What follows belongs to an exercise in optimizing a design on an open flow for small area and a short achievable clock period; a production flow would make more cautious choices. The RTL was checked by simulation tests, not by an equivalence proof against the original design. The flow treats the clock pin as an ideal source, which a real chip does not have. Power is estimated from default activity; no workload was simulated.

==> flow/design.v, too long to show whole: its modules and the start of the top module <==
// module fa: 10 lines
// module ha: 9 lines
// module benc: 17 lines
// module benc0: 17 lines
// module bpp: 12 lines
// module bsel: 9 lines
// module bneg: 7 lines
// module bpp0: 8 lines
// module mac32: 625 lines
// module alu: 72 lines
// module pgen: 9 lines
// module sksum: 26 lines
// module zdet: 7 lines
// module alu_top: 32 lines
module alu_top(
    input                 clk,
    input        [31 : 0] A,
    input        [31 : 0] B,
    input        [3  : 0] aluop,
    output logic [31 : 0] alures,
    output logic          ZF,
    output logic          OF
);
  // ...
==> flow/flow/run.sh <==
#!/bin/bash
# The standard layout (the standard.sh, standard synthesis unchanged) with:
# - after CTS, flow/skew.tcl instead of the standard timing repair: the result registers'
#   clock is delayed (useful skew for the register-to-register paths), then setup and
#   hold repair;
# - timing repair after global routing aiming for a larger setup margin, on the worst
#   path only;
# - the smallest buffer as the buffer on each port.
set -euo pipefail
bash standard.sh SETUP_SLACK_MARGIN=9.5 TNS_END_PERCENT=0 \
    "BUFFER_PORTS_ARGS=-buffer_cell sky130_fd_sc_hd__buf_1" \
    SKIP_CTS_REPAIR_TIMING=1 "POST_CTS_TCL=$PWD/flow/skew.tcl" finish > flow.log 2>&1
==> flow/flow/skew.tcl <==
set skew_block [ord::get_db_block]
set skew_db [ord::get_db]
set skew_chain [list sky130_fd_sc_hd__dlygate4sd3_1 sky130_fd_sc_hd__dlygate4sd3_1 \
  sky130_fd_sc_hd__dlygate4sd2_1 sky130_fd_sc_hd__clkbuf_8]
# setup repair aims for this slack (the clock period less the period it aims for)
set skew_setup_margin 9.5

set skew_groups [dict create]
foreach inst [$skew_block getInsts] {
  if { [regexp {^(alures\\?\[[0-9]+\\?\]|ZF|OF)\$_DFF_P_$} [$inst getName]] } {
    set net [[$inst findITerm CLK] getNet]
    dict lappend skew_groups [$net getName] $inst
  }
}
set k 0
foreach netname [dict keys $skew_groups] {
  set insts [dict get $skew_groups $netname]
  set sx 0
  set sy 0
  foreach inst $insts {
    lassign [$inst getLocation] x y
    set sx [expr { $sx + $x }]
    set sy [expr { $sy + $y }]
  }
  set cx [expr { int($sx / [llength $insts]) }]
  set cy [expr { int($sy / [llength $insts]) }]
  set prev [$skew_block findNet $netname]
  set j 0
  foreach mname $skew_chain {
    set master [$skew_db findMaster $mname]
    set cell [odb::dbInst_create $skew_block $master "skew_${k}_${j}"]
    set out [odb::dbNet_create $skew_block "skew_net_${k}_${j}"]
    $out setSigType CLOCK
    set in_term ""
    set out_term ""
    foreach mt [$master getMTerms] {
      if { [$mt getSigType] != "SIGNAL" } { continue }
      if { [$mt getIoType] == "INPUT" } { set in_term [$mt getName] }
      if { [$mt getIoType] == "OUTPUT" } { set out_term [$mt getName] }
    }
    [$cell findITerm $in_term] connect $prev
    [$cell findITerm $out_term] connect $out
    $cell setLocation $cx $cy
    $cell setPlacementStatus PLACED
    set prev $out
    incr j
  }
  foreach inst $insts {
    set ck [$inst findITerm CLK]
    $ck disconnect
    $ck connect $prev
  }
  puts "skew: [llength $insts] result registers on $netname now behind [llength $skew_chain] cells"
  incr k
}

detailed_placement
estimate_parasitics -placement
report_clock_skew
repair_timing -setup -setup_margin $skew_setup_margin -repair_tns 0 -match_cell_footprint -verbose
# hold repair may use setup slack only down to just below what setup repair reached
set skew_wns [sta::worst_slack -max]
puts "skew: worst setup slack $skew_wns"
repair_timing -hold -setup_margin [expr { $skew_wns - 0.05 }] -hold_margin 0.2 -match_cell_footprint -verbose
detailed_placement
estimate_parasitics -placement

# Hold paths left: put a delay cell in front of the input pin nearest the endpoint
# that lies on no setup-critical path.
set skew_n 0
for { set it 0 } { $it < 8 } { incr it } {
  set pes [find_timing_paths -path_delay min -group_path_count 100 -slack_max 0.15]
  if { [llength $pes] == 0 } { break }
  set done_pins [dict create]
  foreach pe $pes {
    set need [expr { 0.15 - [get_property $pe slack] }]
    set pts [lreverse [get_property $pe points]]
    foreach pt [lrange $pts 1 end] {
      set pin [get_property $pt pin]
      if { [get_property $pin direction] != "input" } { continue }
      if { [get_property $pin slack_max] < $skew_wns + $need + 0.5 } { continue }
      set pname [get_full_name $pin]
      if { [dict exists $done_pins $pname] } { break }
      dict set done_pins $pname 1
      set slash [string last "/" $pname]
      set inst [$skew_block findInst [string range $pname 0 [expr { $slash - 1 }]]]
      set iterm [$inst findITerm [string range $pname [expr { $slash + 1 }] end]]
      set net [$iterm getNet]
      set mname sky130_fd_sc_hd__dlygate4sd1_1
      if { $need > 0.35 } { set mname sky130_fd_sc_hd__dlygate4sd3_1 }
      set master [$skew_db findMaster $mname]
      set cell [odb::dbInst_create $skew_block $master "holdfix_$skew_n"]
      set out [odb::dbNet_create $skew_block "holdfix_net_$skew_n"]
      $iterm disconnect
      [$cell findITerm A] connect $net
      [$cell findITerm X] connect $out
      $iterm connect $out
      lassign [$inst getLocation] x y
      $cell setLocation $x $y
      $cell setPlacementStatus PLACED
      puts "skew: hold delay $mname in front of $pname (needed [format %.3f $need])"
      incr skew_n
      break
    }
  }
  detailed_placement
  estimate_parasitics -placement
}
check_placement -verbose
report_clock_skew
report_checks -path_delay max -format end -group_path_count 5
report_checks -path_delay min -format end -group_path_count 5
==> flow/standard.sh <==
#!/bin/bash
# synth_recipe.tcl (not shown) runs the flow's synth.tcl, then flattens the netlist and writes it again
# the make line also repeats each setting of config.mk as NAME=value (left out here)
make -C /OpenROAD-flow-scripts/flow DESIGN_CONFIG=/design/flow/config.mk WORK_HOME=/design/flow/orfs CLKGATE_MAP_FILE= SYNTH_SCRIPT=/design/flow/synth_recipe.tcl "${@:-finish}"
==> flow/config.mk <==
export PLATFORM = sky130hd
export DESIGN_NAME = alu_top
export DESIGN_NICKNAME = alu_top
export VERILOG_FILES = /design/flow/design.v
export SDC_FILE = /design/flow/constraint.sdc
export NUM_CORES = 4
export LEC_CHECK = 0
export CAP_MARGIN = 20
export CORE_MARGIN = 2
export CORE_UTILIZATION = 40
export SLEW_MARGIN = 20
export SYNTH_HIERARCHICAL = 1
==> flow/constraint.sdc <==
create_clock -name core_clock -period 15.0 [get_ports {clk}]
set_input_delay 3.0000 -clock core_clock [delete_from_list [all_inputs] [get_ports {clk}]]
set_output_delay 3.0000 -clock core_clock [all_outputs]
set_load 0.01 [all_outputs]
==> flow_metrics.tcl, run 1 <==
set metrics [dict create \
    status "complete, no violations" \
    reg2reg_depth 19 \
    critical-path-max-stage-delay_ns 0.40 \
    detail_route.iter0.violations 2748 \
    post_synth_main_area_contributors "fa_1 (24%), xor2_1 (14%), a22o_1 (13%)" \
    avgSynthCellArea_sq_um 9.45 \
    synth_compound_area_frac 0.242 \
    power.combinational.fraction 0.829 \
    worst_hold_startpoint "A_r[31]" \
    crit_arrival_ns 2.51 \
    viasPerCell 6.55 \
    most_frequent_standard_cell_in_the_layout_excluding_fill_and_tap_cells "xor2_1" \
    placement.cell_area_sq_mm 0.0195 \
    worstSetupStartpointType "flip-flop" \
    top_regs "A_r x32, B_r x32, alures x32" \
    gr-total-overflow 0 \
    pwr_density_cell_mw_per_mm2 197 \
    final_cell_mix "xor2_1 (281), a22o_1 (263), fa_1 (215)" \
    critical_path_cell_with_the_highest_stage_delay "dfxtp_1" \
    timing.critical_path.from "ZF" \
    p_seq_mw 0.388 \
    pg_clk_mw 0.350 \
    setup_total_negative_slack_ns 0 \
    met3_wirelength_mm 10.8 \
    tightestPinTransition_ns 0.961 \
    final_design_utilization 0.475 \
    grt_use_met2 0.455 \
    post_drt_wl_per_cell_um 29.0 \
    final_hold_viol_count 0 \
    synth_most_common_cell "xor2_1" \
    finalWirelength_mm 79.3 \
    synth_top_family_by_area "adder cells" \
    power_group_with_the_largest_share "combinational logic" \
    synth.yosys.warnings 11 \
    top_level_port_count 103 \
    hold_path.class "flip-flop to flip-flop" \
    power.share.clock 0.081 \
    synth_top_cell_area_share 0.243 \
]
==> run 2, diff against run 1 <==
--- a/flow/flow/skew.tcl
+++ b/flow/flow/skew.tcl
@@ -71,7 +71,9 @@
 for { set it 0 } { $it < 8 } { incr it } {
   set pes [find_timing_paths -path_delay min -group_path_count 100 -slack_max 0.15]
   if { [llength $pes] == 0 } { break }
+  # choose all the pins first: editing the netlist invalidates the paths found
   set done_pins [dict create]
+  set fixes [list]
   foreach pe $pes {
     set need [expr { 0.15 - [get_property $pe slack] }]
     set pts [lreverse [get_property $pe points]]
@@ -82,26 +84,30 @@
       set pname [get_full_name $pin]
       if { [dict exists $done_pins $pname] } { break }
       dict set done_pins $pname 1
-      set slash [string last "/" $pname]
-      set inst [$skew_block findInst [string range $pname 0 [expr { $slash - 1 }]]]
-      set iterm [$inst findITerm [string range $pname [expr { $slash + 1 }] end]]
-      set net [$iterm getNet]
-      set mname sky130_fd_sc_hd__dlygate4sd1_1
-      if { $need > 0.35 } { set mname sky130_fd_sc_hd__dlygate4sd3_1 }
-      set master [$skew_db findMaster $mname]
-      set cell [odb::dbInst_create $skew_block $master "holdfix_$skew_n"]
-      set out [odb::dbNet_create $skew_block "holdfix_net_$skew_n"]
-      $iterm disconnect
-      [$cell findITerm A] connect $net
-      [$cell findITerm X] connect $out
-      $iterm connect $out
-      lassign [$inst getLocation] x y
-      $cell setLocation $x $y
-      $cell setPlacementStatus PLACED
-      puts "skew: hold delay $mname in front of $pname (needed [format %.3f $need])"
-      incr skew_n
+      lappend fixes [list $pname $need]
       break
     }
+  }
+  foreach fix $fixes {
+    lassign $fix pname need
+    set slash [string last "/" $pname]
+    set inst [$skew_block findInst [string range $pname 0 [expr { $slash - 1 }]]]
+    set iterm [$inst findITerm [string range $pname [expr { $slash + 1 }] end]]
+    set net [$iterm getNet]
+    set mname sky130_fd_sc_hd__dlygate4sd1_1
+    if { $need > 0.35 } { set mname sky130_fd_sc_hd__dlygate4sd3_1 }
+    set master [$skew_db findMaster $mname]
+    set cell [odb::dbInst_create $skew_block $master "holdfix_$skew_n"]
+    set out [odb::dbNet_create $skew_block "holdfix_net_$skew_n"]
+    $iterm disconnect
+    [$cell findITerm A] connect $net
+    [$cell findITerm X] connect $out
+    $iterm connect $out
+    lassign [$inst getLocation] x y
+    $cell setLocation $x $y
+    $cell setPlacementStatus PLACED
+    puts "skew: hold delay $mname in front of $pname (needed [format %.3f $need])"
+    incr skew_n
   }
   detailed_placement
   estimate_parasitics -placement
==> run 2 against run 1 <==
Sequential cell count did not move. Worst setup slack did not move. Register-to-register slack barely moved. Synthesized cell count did not move. Combinational power barely moved. Worst hold slack did not move. Clock skew did not move. Sequential power barely moved. Critical path depth did not move. Critical path type unchanged. Critical endpoint unchanged. Largest power group unchanged.
==> flow_metrics.tcl, run 2 <==
set metrics [dict create \
    status "complete, no violations" \
    post-place-ws_ns 6.91 \
    grt.total_usage 0.313 \
    post_route_cells_drive_above_1_share 0.159 \
    vdd_ir_drop_max_v 0.000256 \
    worstSetupStartpointType "flip-flop" \
    detail_route.iter0.violations 2748 \
    cp.required_ns 12.00 \
    leakage_nw 10.3 \
    setup_slack_reg_to_reg_ns 9.49 \
    total_of_flip_flops_plus_latches_after_synthesis 102 \
    grt_use_met2 0.455 \
    floorplan.rows 79 \
    ys_types 78 \
    cp_max_fo 1 \
    max_fclk_ghz 0.181 \
    top_regs "A_r x32, B_r x32, alures x32" \
    grt_pass1_vias 16900 \
    worstPathBufferInverterCount 1 \
    clkTransAtPathRegs_ns 0.09 \
    synth_largest_area_cell "fa_1" \
    end_kind "output port" \
    synth.yosys.seq_area_share 0.110 \
    detail-route-antenna-nets 0 \
    grt_max_degree 80 \
    critPathTopFamily "flip-flops" \
    total_design_power_mw 4.32 \
    synth_most_common_cell "xor2_1" \
    gr-total-overflow 0 \
    finalWirelength_mm 79.3 \
    critical_path_cell_with_the_highest_stage_delay "dfxtp_1" \
    gp_congestion 0.934 \
    dr_total_vias 17900 \
    gr_busiest_metal "met2" \
    synth_enable_flop_cells 0 \
    avgSynthCellArea_sq_um 9.45 \
    grt.met1_usage 0.415 \
    layout_setup_ws_ns 9.49 \
    min_period_ns 5.51 \
    syn2layout_area_growth_pct 18.0 \
    setup_viol_count_final 0 \
    top_level_port_count 103 \
    post-dp-hpwl_mm 47.6 \
    die-area_sq_mm 0.0483 \
    critical-path-max-stage-delay_ns 0.40 \
    critical_path_cell_sequence "buf_1" \
    post-route-drc-count 0 \
    synth_top_cell_area_share 0.243 \
    critical_path.reg2reg.startpoint "aluop_r[0]" \
    postSynthNetCount 2318 \
    post_synth_instance_area_sq_mm 0.0186 \
    initial_antenna_violation_count 2 \
    synth_top_cells_by_count "xor2_1 (287), a22o_1 (271), fa_1 (226)" \
    die-width_um 220 \
    ys.flop_type "dfxtp_1" \
    viasPerCell 6.55 \
    asyncSetResetFlopFracSynth 0 \
    crit_arrival_ns 2.51 \
    initial_core_util 0.402 \
    timing.critical_path.from "ZF" \
    post_synth_main_area_contributors "fa_1 (24%), xor2_1 (14%), a22o_1 (13%)" \
    io_port_bufs 102 \
    timing.final.max_slew_violations 0 \
    post_drt_wl_per_cell_um 29.0 \
    tightestPinTransition_ns 0.961 \
    pwr_density_cell_mw_per_mm2 197 \
    setup_total_negative_slack_ns 0 \
    detailedRoute.firstPassIterationCount 7 \
    headroom_to_the_max_slew_limit 0.357 \
    final_hold_viol_count 0 \
    post_synth_inst_count 1970 \
    cap_viol_max_count 0 \
    final_nets 2467 \
    finalCritPeriodShare 0.368 \
    most_frequent_standard_cell_in_the_layout_excluding_fill_and_tap_cells "xor2_1" \
    tritoncts_num_sinks 102 \
    grt_setup_unrepaired "true" \
    core_sq_mm 0.0463 \
    cts_tree "done" \
    final_cell_mix "xor2_1 (281), a22o_1 (263), fa_1 (215)" \
    worst_hold_startpoint "A_r[31]" \
    die_h_um 220 \
    grt_first_pass_wirelength_mm 112 \
    crit_type "flip-flop to output port" \
    met3_use_gr 0.0859 \
    clk-insertion-delay-late_ns 1.92 \
    hold_path.class "flip-flop to flip-flop" \
    synth.yosys.warnings 11 \
    finalClockSkew_ns 1.54 \
]
==> run 2: per-layer routing <==
layer / vias to the layer above / wire length (um)
met2: 1452 / 32400
met3: 372 / 10800
met1: 8646 / 30100
li1: 7430 / -
met5: - / 0
met4: 0 / 6020
==> run 2: tightest hold or removal path, delay by kind of cell (launching register included) <==
kind	cells	cell delay, ns
AOI/OAI and AO/OA	1	0.17
buffers and inverters	1	0.68
DFF	1	0.44
muxes	1	0.07
adders and majority gates	1	0.21
==> run 2: Yosys stat by module (local to each module, per instance), excerpt <==
module,area [sq um],cells,times used,flops+latches
mac32,581,80,1,0
benc,78.8,10,15,0
fa,20.0,1,226,0
bsel,8.76,1,256,0
ha,12.5,1,16,0
alu_top,2040,102,1,102
==> run 2: layout make-up, without the clock buffers <==
type | count | area (sq um)
Inverter | 19 | 75.1
Antenna cell | 2 | 5.00
Clock inverter | 7 | 83.8
Tap cell | 607 | 759
Sequential cell | 102 | 2070
Buffer | 20 | 213
Multi-Input combinational cell | 1737 | 16800
Timing Repair Buffer | 230 | 1770
Fill cell | 4385 | 24300
==> run 2: worst paths after layout <==
check	end	depth (start not counted)
worst min-delay path	ZF	4
worst max-delay path	ZF	1
worst max register to register	ZF	19
worst min register to register	ZF	4
==> run 2: power breakdown <==
part	total [mW]	internal [mW]	switching, mW
Clock	0.350	0.195	0.155
Sequential	0.388	0.346	0.0418
Combinational	3.59	1.48	2.11
Total	4.32	2.02	2.30
==> run 2: through the flow <==
| stage | utilization | instance area [sq um] | instances | hold WS [ns] |
|---|---|---|---|---|
| after global routing | 0.475 | 22000 | 2731 | 0.0791 |
| after global placement | 0.422 | 19500 | 2575 | 0.893 |
| after detailed placement | 0.422 | 19500 | 2575 | 0.904 |
| after floorplan | - | 19000 | 1970 | 0.742 |
| final | 0.475 | 22000 | 2733 | 0.101 |
==> run 2: cells by family after synthesis <==
| family | count (synthesis) | share of synthesized area |
|---|---|---|
| AOI/OAI and AO/OA | 584 | 0.242 |
| and+or+nand+nor | 455 | 0.128 |
| xor gates and xnor gates | 348 | 0.164 |
| adders and majority gates | 299 | 0.289 |
| buffers and inverters | 151 | 0.0480 |
| DFF | 102 | 0.110 |
| muxes | 31 | 0.0187 |

static timing again, ports no longer ideal:
The results above use ideal ports. As a check the final layouts listed here were re-extracted and re-timed, cells and wires unchanged. Step 1, drivers: a clkbuf_16 drives clk and a buf_2 each remaining input, both assumed. Step 2, shift: input delay + t, output delay - t, t = (earliest + latest rising clock arrival at the registers) / 2. This alone moves slack from input paths to output paths. a / b / c = ideal / step 1 / step 2; a / b = the first two.
run	t (ns)	slack for setup (ns)	hold slack, ns	clock arrival spread, ns
run 1	1.211	9.486 / 9.429 / 9.495	0.101 / 0.101 / 0.101	1.536 / 1.536
run 2	1.211	9.486 / 9.429 / 9.495	0.101 / 0.101 / 0.101	1.536 / 1.536
In run 1 and run 2 the clock reaches the registers at very different times; t lies between them, and the last value is a rough guide only.
